Context: an optimization exercise on an open-source flow, tuned for small area and a short achievable clock period. The choices shown serve that exercise and are no tape-out recipe.
At most, simulation tests tie the RTL to the original design; equivalence was not proved.

Setup of P:
==> flow/design.v (excerpt) <==
module calculator(
    input logic CLK100MHZ,
    input logic RST,      
    input logic [15:0] SW,
    input logic BTNU,  
    input logic BTND,  
    input logic BTNL,  
    input logic BTNR,  
    input logic BTNC,  
    output logic [7:0] AN,       
    output logic [7:0] out       
    );
    localparam int CUT = 11;    
    localparam int NLO = 16 - CUT;
    logic [2:0]  cnt5;        
    logic [19:0] refresh;     
    logic [2:0]  hist;        
    logic [1:0]  state;       
    logic [3:0]  op;          
    logic [15:0] a_mag;       
    logic        a_neg;
    logic [30:0] r_mag;       
    logic        r_neg;       
    logic        r_div;       
    assign r_div = ~(r_mag[30] | r_mag[29]);
    localparam logic [1:0] IDLE = 2'd0, OPB = 2'd1, RES = 2'd2;
    genvar gi;
    logic [2:0] cnt5_next;
    clock_divider u_cnt (.cnt(cnt5), .cnt_next(cnt5_next));
    logic tick, any_op, press, a_load, calc;
    assign tick   = cnt5[2] & ~refresh[1] & refresh[0];    
    assign any_op = BTNU | BTND | BTNL | BTNR;
    assign press  = tick & ~hist[2] & hist[1];
    assign a_load = press & (state == IDLE) & any_op;
    assign calc   = press & (state == OPB) & BTNC;
    logic [19:0] refresh_next;
    logic [20:0] rfc;
    assign refresh_next[0] = ~refresh[0];
    assign rfc[1] = refresh[0];
    generate
        for (gi = 1; gi < 20; gi++) begin : g_rf
            cl_ha h (.a(refresh[gi]), .b(rfc[gi]), .s(refresh_next[gi]), .co(rfc[gi+1]));
        end
    endgenerate
    logic s;
    assign s = SW[15];
    logic [15:0] b_mag;
    cl_absmag u_abs (.x(SW), .m(b_mag));
    logic [5:0] b_top;        
    cl_abstop u_abst (.x(SW), .m(b_top));
    logic [29:0] pmn;
    cl_mul15 u_mul (.x(a_mag[14:0]), .y(b_mag[14:0]), .pn(pmn));
    logic [30:0] prodn;
    always_comb begin
        prodn = {1'b1, pmn};
  ...
Size: roughly 2400 cells after synthesis, roughly 81 flip-flops, about 39 I/O pins, roughly 21000 µm² of cells after synthesis.
Settings: LEC_CHECK=0, CAP_MARGIN=20, CORE_MARGIN=2, CORE_UTILIZATION=65, CTS_BUF_LIST=sky130_fd_sc_hd__clkbuf_8, PLACE_DENSITY=0.75, SLEW_MARGIN=20, SYNTH_HIERARCHICAL=1, SYNTH_MINIMUM_KEEP_SIZE=0; clock period 160.0 ns.
standard.sh (not shown) runs the stock make flow with config.mk's settings and CLKGATE_MAP_FILE= SYNTH_SCRIPT=/design/flow/synth_recipe.tcl, a recipe that flattens the netlist after the stock synthesis.
==> flow/flow/run.sh <==
#!/bin/bash
# Layout flow: the standard flow (standard.sh, standard synthesis
# included), with one change made through ORFS's own setting for it: the
# buffers placed on the input and output ports are sky130_fd_sc_hd__buf_2
# cells. The tools' output goes to standard_flow.log in the folder the flow
# runs in (ORFS also keeps each step's log under orfs/logs).
set -euo pipefail
W=$(pwd)
export BUFFER_PORTS_ARGS="-buffer_cell sky130_fd_sc_hd__buf_2"
bash "$W/standard.sh" > "$W/standard_flow.log" 2>&1
--- input diff P..Q ---
--- a/flow/design.v
+++ b/flow/design.v
@@ -37,19 +37,19 @@
     g_nor2  u_n (.a(x[1]), .b(x[0]), .y(n));
     g_and2  u_2 (.a(x[2]), .b(n), .y(y[2]));
     g_inv   u_i (.a(x[0]), .y(xn));
     g_nand2 u_p (.a(x[2]), .b(xn), .y(p));
     g_and2  u_1 (.a(x[1]), .b(p), .y(y[1]));
 endmodule
 module bin32_to_bcd #(parameter int NBITS = 31, parameter int NDIG = 8, parameter int INJ = 18) (
     input  logic [NBITS-1:0] binary,
     input  logic             inj,        
-    input  logic [5:0]       inj_val,    
+    input  logic [2:0]       inj_val,    
     output logic [4*NDIG-1:0] bcd
     );
     function automatic [63:0] dmax(input integer k, input integer j);
         reg [63:0] v, p;
         integer i;
         begin
             v = (64'd1 << k) - 64'd1;
             p = 64'd1;
             for (i = 0; i < j; i = i + 1) p = p * 64'd10;
@@ -58,20 +58,20 @@
         end
     endfunction
     logic [4*NDIG-1:0] st [0:NBITS];
     assign st[0] = '0;
     genvar k, j;
     generate
         for (k = 0; k < NBITS; k++) begin : g_stage
             logic [4*NDIG-1:0] cur, corr;
             if (k == INJ) begin : g_inj
-                assign cur[4*NDIG-1:6] = st[k][4*NDIG-1:6];
-                for (j = 0; j < 6; j++) begin : g_b
+                assign cur[4*NDIG-1:3] = st[k][4*NDIG-1:3];
+                for (j = 0; j < 3; j++) begin : g_b
                     g_a21o u (.a1(inj), .a2(inj_val[j]), .b1(st[k][j]), .y(cur[j]));
                 end
             end else begin : g_pass
                 assign cur = st[k];
             end
             for (j = 0; j < NDIG; j++) begin : g_dig
                 if (dmax(k, j) >= 8 && k < INJ) begin : g_slow
                     dd_add3_s u (.x(cur[4*j +: 4]), .y(corr[4*j +: 4]));
                 end else if (dmax(k, j) >= 8) begin : g_full
@@ -302,37 +302,18 @@
     g_o21ai u_t12 (.a1(na), .a2(h12), .b1(s), .y(tn[2]));
     g_o21ai u_t13 (.a1(nb), .a2(h13), .b1(s), .y(tn[3]));
     g_o21ai u_t14 (.a1(nb), .a2(h14), .b1(s), .y(tn[4]));
     generate
         for (i = 0; i < 5; i++) begin : g_m
             g_xnor2 u (.a(x[10+i]), .b(tn[i]), .y(m[i]));
         end
     endgenerate
 endmodule
-module cl_bcd6(
-    input  logic [5:0] v,
-    output logic [5:0] y
-    );
-    always_comb begin
-        case (v)
-            6'd0:  y = 6'h00; 6'd1:  y = 6'h01; 6'd2:  y = 6'h02; 6'd3:  y = 6'h03;
-            6'd4:  y = 6'h04; 6'd5:  y = 6'h05; 6'd6:  y = 6'h06; 6'd7:  y = 6'h07;
-            6'd8:  y = 6'h08; 6'd9:  y = 6'h09; 6'd10: y = 6'h10; 6'd11: y = 6'h11;
-            6'd12: y = 6'h12; 6'd13: y = 6'h13; 6'd14: y = 6'h14; 6'd15: y = 6'h15;
-            6'd16: y = 6'h16; 6'd17: y = 6'h17; 6'd18: y = 6'h18; 6'd19: y = 6'h19;
-            6'd20: y = 6'h20; 6'd21: y = 6'h21; 6'd22: y = 6'h22; 6'd23: y = 6'h23;
-            6'd24: y = 6'h24; 6'd25: y = 6'h25; 6'd26: y = 6'h26; 6'd27: y = 6'h27;
-            6'd28: y = 6'h28; 6'd29: y = 6'h29; 6'd30: y = 6'h30; 6'd31: y = 6'h31;
-            6'd32: y = 6'h32;
-            default: y = 6'h00;    
-        endcase
-    end
-endmodule
 module calculator(
     input logic CLK100MHZ,
     input logic RST,      
     input logic [15:0] SW,
     input logic BTNU,  
     input logic BTND,  
     input logic BTNL,  
     input logic BTNR,  
     input logic BTNC,  
@@ -514,32 +495,32 @@
     assign d = refresh[19:17];
     logic is_res;
     assign is_res = (state == RES);
     logic [15:0] rlo;         
     assign rlo = r_div ? quot : ~r_mag[15:0];
     logic big;                
     assign big = is_res & ~r_mag[30] & r_mag[29];
     logic [29:0] val;
     assign val[29:16] = ~(r_mag[29:16] | {14{r_div}} | {14{~is_res}});
-    assign val[15:10] = rlo[15:10] & {6{is_res}};
+    assign val[15:13] = rlo[15:13] & {3{is_res}};
+    logic [12:0] b_disp;
+    assign b_disp = {b_top[2:0], b_mag[9:0]};
     genvar gv;
     generate
-        for (gv = 0; gv < 10; gv++) begin : g_val
-            g_a22o u (.a1(is_res), .a2(rlo[gv]), .b1(~is_res), .b2(b_mag[gv]), .y(val[gv]));
+        for (gv = 0; gv < 13; gv++) begin : g_val
+            g_a22o u (.a1(is_res), .a2(rlo[gv]), .b1(~is_res), .b2(b_disp[gv]), .y(val[gv]));
         end
     endgenerate
-    logic [5:0] b_top_bcd;    
-    cl_bcd6 u_b6 (.v(b_top), .y(b_top_bcd));
     logic neg;
     assign neg = is_res ? (r_neg & (|val)) : s;
     logic [31:0] bcd;
-    bin32_to_bcd #(.NBITS(30), .NDIG(8), .INJ(20)) u_bcd (.binary(val), .inj(~is_res),
-                                                          .inj_val(b_top_bcd), .bcd(bcd));
+    bin32_to_bcd #(.NBITS(30), .NDIG(8), .INJ(17)) u_bcd (.binary(val), .inj(~is_res),
+                                                          .inj_val(b_top[5:3]), .bcd(bcd));
     logic [7:0] dsel;
     always_comb begin
         dsel = '0;
         dsel[d] = 1'b1;
     end
     logic minus;
     assign minus = dsel[7] & neg;
     logic [3:0] kd;
     assign kd[0] = big & (dsel[3] | dsel[5] | dsel[6] | dsel[7]);
==> run notes <==
- Taking P as the reference point, the buffers plus inverters on the worst setup path of Q falls by 1.
- [compare] base=P new=Q: non-clock buffer count up 1; average vias per placed instance flat; synthesized cell count down about 0.8%; part of the cycle the worst path needs up 0.32 points; normalized max-slew margin up 6.9 points.
- Summary — final-stage net count, Q relative to P: lower, by 0.81%.
- When the final numbers for Q and P were put side by side, the clock skew turned out to be greater in P.
For P, only the layout was checked, not whether the RTL still works.

[static timing again, ports no longer ideal]
The results above use ideal ports. As a check the final layouts listed here were re-extracted and re-timed, cells and wires unchanged. Step 1 sets driving cells, clkbuf_16 on the clock port and buf_2 on the other inputs (assumed; they add their load-dependent delay and slew). Step 2, shift: input delay + t, output delay - t, t = (earliest + latest rising clock arrival at the registers) / 2. This alone moves slack from input paths to output paths. a / b / c = ideal ports / drivers / drivers and shift; a / b = the first two.
run	t, ns	setup slack, ns	worst slew at a driven data input, ns
P	0.429	86.947 / 86.924 / 86.924	0.03
Q	0.464	86.434 / 86.415 / 86.415	0.03
After both steps setup and hold are still met in every run listed. For P, which loses most, drivers alone change the setup slack by -0.023 ns; drivers and shift together by -0.023 ns.
